From an optimization exercise on the open Yosys and OpenROAD flow, aimed at small area and a short achievable clock period; shortcuts taken in it are not production practice.
Function was not checked in any run shown here: the RTL went through the layout flow alone.
Power figures rest on the tool's default switching activity, not on a simulated workload.

==> flow/design.v, too long to show whole: its modules and the start of the top module <==
// module fa: 4 lines
// module han: 4 lines
// module hap: 4 lines
// module ginv: 1 lines
// module gnand2: 1 lines
// module gnor2: 1 lines
// module gand2: 1 lines
// module gor2: 1 lines
// module gxor2: 1 lines
// module gxnor2: 1 lines
// module gaoi21: 1 lines
// module goai21: 1 lines
// module circuit: 2376 lines
module circuit (
  output [47:0] p,
  input  [17:0] a, b, d,
  input  [47:0] c,
  input  clk, rstn);
  // ...
==> flow/flow/run.sh <==
#!/bin/bash
# Standard layout, with the port buffers made of buf_2 cells instead of the default delay buffer.
set -euo pipefail
export BUFFER_PORTS_ARGS="-buffer_cell sky130_fd_sc_hd__buf_2"
bash standard.sh > standard.log 2>&1
==> flow/standard.sh <==
#!/bin/bash
# synth_recipe.tcl (not shown) runs the flow's synth.tcl, then flattens the netlist and writes it again
# the make line also repeats each setting of config.mk as NAME=value (left out here)
make -C /OpenROAD-flow-scripts/flow DESIGN_CONFIG=/design/flow/config.mk WORK_HOME=/design/flow/orfs CLKGATE_MAP_FILE= SYNTH_SCRIPT=/design/flow/synth_recipe.tcl "${@:-finish}"
==> flow/config.mk <==
export PLATFORM = sky130hd
export DESIGN_NAME = circuit
export DESIGN_NICKNAME = circuit
export VERILOG_FILES = /design/flow/design.v
export SDC_FILE = /design/flow/constraint.sdc
export NUM_CORES = 4
export LEC_CHECK = 0
export CAP_MARGIN = 20
export CORE_MARGIN = 2
export CORE_UTILIZATION = 65
export CTS_CLUSTER_DIAMETER = 80
export CTS_CLUSTER_SIZE = 25
export SETUP_SLACK_MARGIN = 4.6
export SLEW_MARGIN = 20
export SYNTH_HIERARCHICAL = 1
==> flow/constraint.sdc <==
create_clock -name core_clock -period 7.0 [get_ports {clk}]
set_input_delay 1.4000 -clock core_clock [delete_from_list [all_inputs] [get_ports {clk}]]
set_output_delay 1.4000 -clock core_clock [all_outputs]
set_load 0.01 [all_outputs]
==> results.yml, run 1 <==
pwr:
  power.density_nw_per_um2: 454
  p_seq_frac: 0.392
  p_comb_frac: 0.472
  p_total_uw: 9610
final_layout:
  multi_input_area_um2: 10700
  instances_no_fill: 2159
  layout_commonest_cell: "nand2_1"
  seq_area_um2: 8250
  largest_register: "p_r"
  seq_share: 0.390
  fin_util: 0.718
  finalNetCount: 2213
  clk_share: 0.0278
grt:
  grtUsageMet3: 0.0550
floorplanning:
  die_h_um: 177
  num_tap_cells: 390
  die_w_um: 177
  start_util: 0.657
logic_synthesis:
  synth_cell_types: 19
  yosys.area_share.xor_xnor: 0.0443
  yosys.area.top_type: "dfxtp_1"
  yosys-mux-area-fraction: 0
  yosys-top-cells-count: "nand2_1, dfxtp_1, fa_1"
  synth_top_family_by_area: "adder cells"
setup_path:
  start_kind: "flop"
  cp_max_fo: 1
  cp_data_required_time_ns: 5.60
  endpoint: "p[37]"
  cp_data_arrival_time_ns: 0.99
timing:
  hold_ws_ns: 0.332
  clock_skew_ns: 0.0232
  finalWorstSetupSlack_ns: 4.61
  rsz0062_at_grt: "true"
detailed_routing:
  m1WireLength_mm: 17.1
placed_design:
  gp_congestion: 0.923
  pre_cts_ws_ns: 4.18
min_path:
  worstHoldStart: "ch_r1[3]"
run_status:
  status: "complete, no violations"
cts:
  cts.hold.buffers_added: 0
  cts_tree: "yes"
==> run 2, diff against run 1 <==
--- a/flow/config.mk
+++ b/flow/config.mk
@@ -9,3 +9,3 @@
 export CORE_MARGIN = 2
-export CORE_UTILIZATION = 65
+export CORE_UTILIZATION = 70
 export CTS_CLUSTER_DIAMETER = 80
==> results.yml, run 2 <==
run_status:
  status: "complete, no violations"
detailed_routing:
  dr.pass1.iters: 6
  met2WireLength_mm: 19.7
  post-route-drc-count: 0
  wl_per_cell_um: 19.9
  ant_nets: 0
  wl_met3_mm: 4.59
  viasPerCell: 5.71
  m1WireLength_mm: 16.3
  via_count: 12100
  wirelength_mm: 42.2
  top_layer_used: "met4"
  drt_iter0_drc: 1087
floorplanning:
  start_util: 0.717
  die_h_um: 170
  die_area_um2: 29000
  rows: 60
  coreArea_um2: 27000
  die_w_um: 170
  pin_count: 152
min_path:
  hold_path_class: "flop to flop"
  worstHoldPathCells: 0
final_layout:
  layout_commonest_cell: "nand2_1"
  layout_common_cells: "nand2_1, dfxtp_1, fa_1"
  finalNetCount: 2218
  drive_above_1_share: 0.177
  final_cell_area_um2: 21100
  largest_register_ff_count: 48
  top_regs: "p_r: 48 flops, cn_r: 37 flops, s_r: 19 flops"
  largest_register: "p_r"
  fillers: 1740
  instances_no_fill: 2114
  diodes: 0
  syn_to_final_growth_pct: 8.75
grt:
  grt_usage: 0.303
  overflow: 0
  grt_first_pass_wirelength_mm: 66.5
  first_global_vias: 12800
  antenna_found_initial: 0
  grt_max_degree: 43
setup_path:
  crit_slowest_cell: "dfxtp_2"
  end_kind: "primary output"
  critical-path-top-delay-family: "flip-flops"
  cp_max_fo: 1
  critPathMaxStageDelay_ns: 0.34
  start_kind: "flop"
  cp_data_arrival_time_ns: 0.99
  path_depth: 1
  critPathKind: "flop to primary output"
  cp_data_required_time_ns: 5.60
  worstPathCellList: "buf_6"
  cp_num_buf_inv: 1
  r2r_cells: 5
logic_synthesis:
  synth_area_leaders: "dfxtp_1, fa_1, nand2_1"
  syn-num-nets: 2117
  yosysTopAreaCellShare: 0.419
  syn_area_per_cell_um2: 11.6
  yosys-top-cells-count: "nand2_1, dfxtp_1, fa_1"
  yosysSeqAreaShare: 0.419
  ys_async_sr_fraction: 0
  syn_area_um2: 19400
  yosysMostFrequentCell: "nand2_1"
  yosysWarnings: 7
  synth_cell_types: 19
  ys_ff_latch: 405
  synthCells: 1670
  synth_edf_count: 0
  yosys.area.top_type: "dfxtp_1"
  ys.flop_type: "dfxtp_1"
cts:
  cts_tree: "yes"
  clk_pin_slew_ns: 0.09
  cts.hold.buffers_added: 0
  root_buffer: "clkbuf_16"
  clk_path_buf_depth: 3
  htreeDepth: 1
  cts_sinks: 405
  clk_latency_ns: 0.55
  cts_buffers: 20
  cts_setup_buffers: 0
placed_design:
  dp_cells: 2090
  gp_congestion: 0.974
  placed_area_um2: 20300
  io_buffers: 151
  post-dp-hpwl_mm: 31.1
timing:
  rsz0062_at_grt: "true"
  fmax_ghz: 0.418
  hold_viol_final: 0
  fin_crit_ns: 2.39
  setup-tns-final_ns: 0
  drv_slew: 0
  period_share: 0.342
  worstMarginPinSlew_ns: 0.618
  slew_headroom: 0.588
  clock_skew_ns: 0.0352
  setup_viol: 0
run:
  maxCapViolations: 0
pwr:
  p_leak_uw: 0.00855
  power.density_nw_per_um2: 458
  vdd_drop_max_mv: 0.285
## run 2: power breakdown
| part | switching [µW] | internal [µW] | total, µW |
|---|---|---|---|
| clock | 711 | 530 | 1240 |
| sequential | 614 | 3130 | 3740 |
| combinational | 2550 | 2120 | 4670 |
| total | 3870 | 5770 | 9650 |
## run 2: cell families after synthesis
| logic type | Yosys count | synth area share |
|---|---|---|
| XOR/XNOR | 98 | 0.0443 |
| flip-flops | 405 | 0.419 |
| buffers and inverters | 141 | 0.0328 |
| AND/OR/NAND/NOR | 551 | 0.116 |
| adder cells (fa/ha/maj) | 343 | 0.340 |
| AO/OA/AOI/OAI | 132 | 0.0485 |
## run 2: timing repair
action,4_1_cts,5_1_grt
resized for setup,49,48
endpoints found under the setup margin,107,90
pin swaps,0,0
## run 2: final cells by class
type,instances,area (µm²),share of cell area
Multi-Input combinational cell,1124,10700,0.507
Sequential cell,405,8230,0.391
Tap cell,341,427,0.0203
Inverter,59,221,0.0105
Timing Repair Buffer,161,957,0.0454
Clock buffer,22,508,0.0241
Clock inverter,2,36.3,0.00172
## run 2: worst paths after layout
kind	from	to	slack, ns
setup / recovery	p_r[32]	p[32]	4.61
hold / removal	ch_r1[9]	ch_r2[9]	0.33
setup reg to reg	s_r[2]	t_r_20_5	4.69
hold reg to reg	ch_r1[9]	ch_r2[9]	0.33
## run 2: per-stage QoR
step / worst slack, ns / power, µW / hold slack (ns) / utilization
after floorplan: 4.61 / 6720 / 0.310 / -
after global placement: 4.28 / 8070 / 0.310 / 0.749
after detailed placement: 4.24 / 8410 / 0.313 / 0.749
after CTS: 4.57 / 9690 / 0.334 / 0.774
after global routing: 4.57 / 10500 / 0.332 / 0.779
final: 4.61 / 9650 / 0.330 / 0.779
## run 2: layer usage
| metal | vias up | global-route usage |
|---|---|---|
| met3 | 140 | 0.0719 |
| li1 | 5314 | - |
| met4 | 0 | 0.0948 |
| met5 | - | 0 |
| met2 | 723 | 0.504 |
| met1 | 5902 | 0.401 |
## run 2: modules after synthesis, one instance, submodules excluded
module	times used	cell area, µm²	flops+latches	cells
circuit	1	10400	405	938
fa	306	20.0	0	1
gaoi21	74	8.76	0	1
ginv	22	3.75	0	1
gnand2	71	3.75	0	1
gnor2	60	3.75	0	1
goai21	58	5.00	0	1
gor2	17	6.26	0	1
gxnor2	30	8.76	0	1
gxor2	58	8.76	0	1
hap	36	12.5	0	1

-- what the ideal ports hide --
In the flow no input, the clock included, has a driving cell. The finished layouts below were timed again as built, in two steps. Step 1 assumes that a clkbuf_16 drives the clock port and a buf_2 every other input. Step 2 adds t to the input delays and takes it off the output delays; t is the mean of the earliest and latest rising clock arrival at the registers after step 1. Input paths then give back, and output paths get back, about the clock's delay inside the block. Three values: ideal, step 1, step 2; two values: the first two.
| run | t, ns | setup WS [ns] | hold WS [ns] | worst setup path after step 2 | worst register clock-pin slew, ns |
|---|---|---|---|---|---|
| run 1 | 0.580 | 4.607 / 4.557 / 4.183 | 0.332 / 0.332 / 0.332 | input to register | 0.10 / 0.10 |
| run 2 | 0.585 | 4.608 / 4.559 / 4.273 | 0.330 / 0.330 / 0.330 | input to register | 0.11 / 0.11 |
After both steps every run listed still meets setup and hold. The setup slack of run 1, which loses most, moves by -0.050 ns with the drivers and by -0.424 ns with both steps.
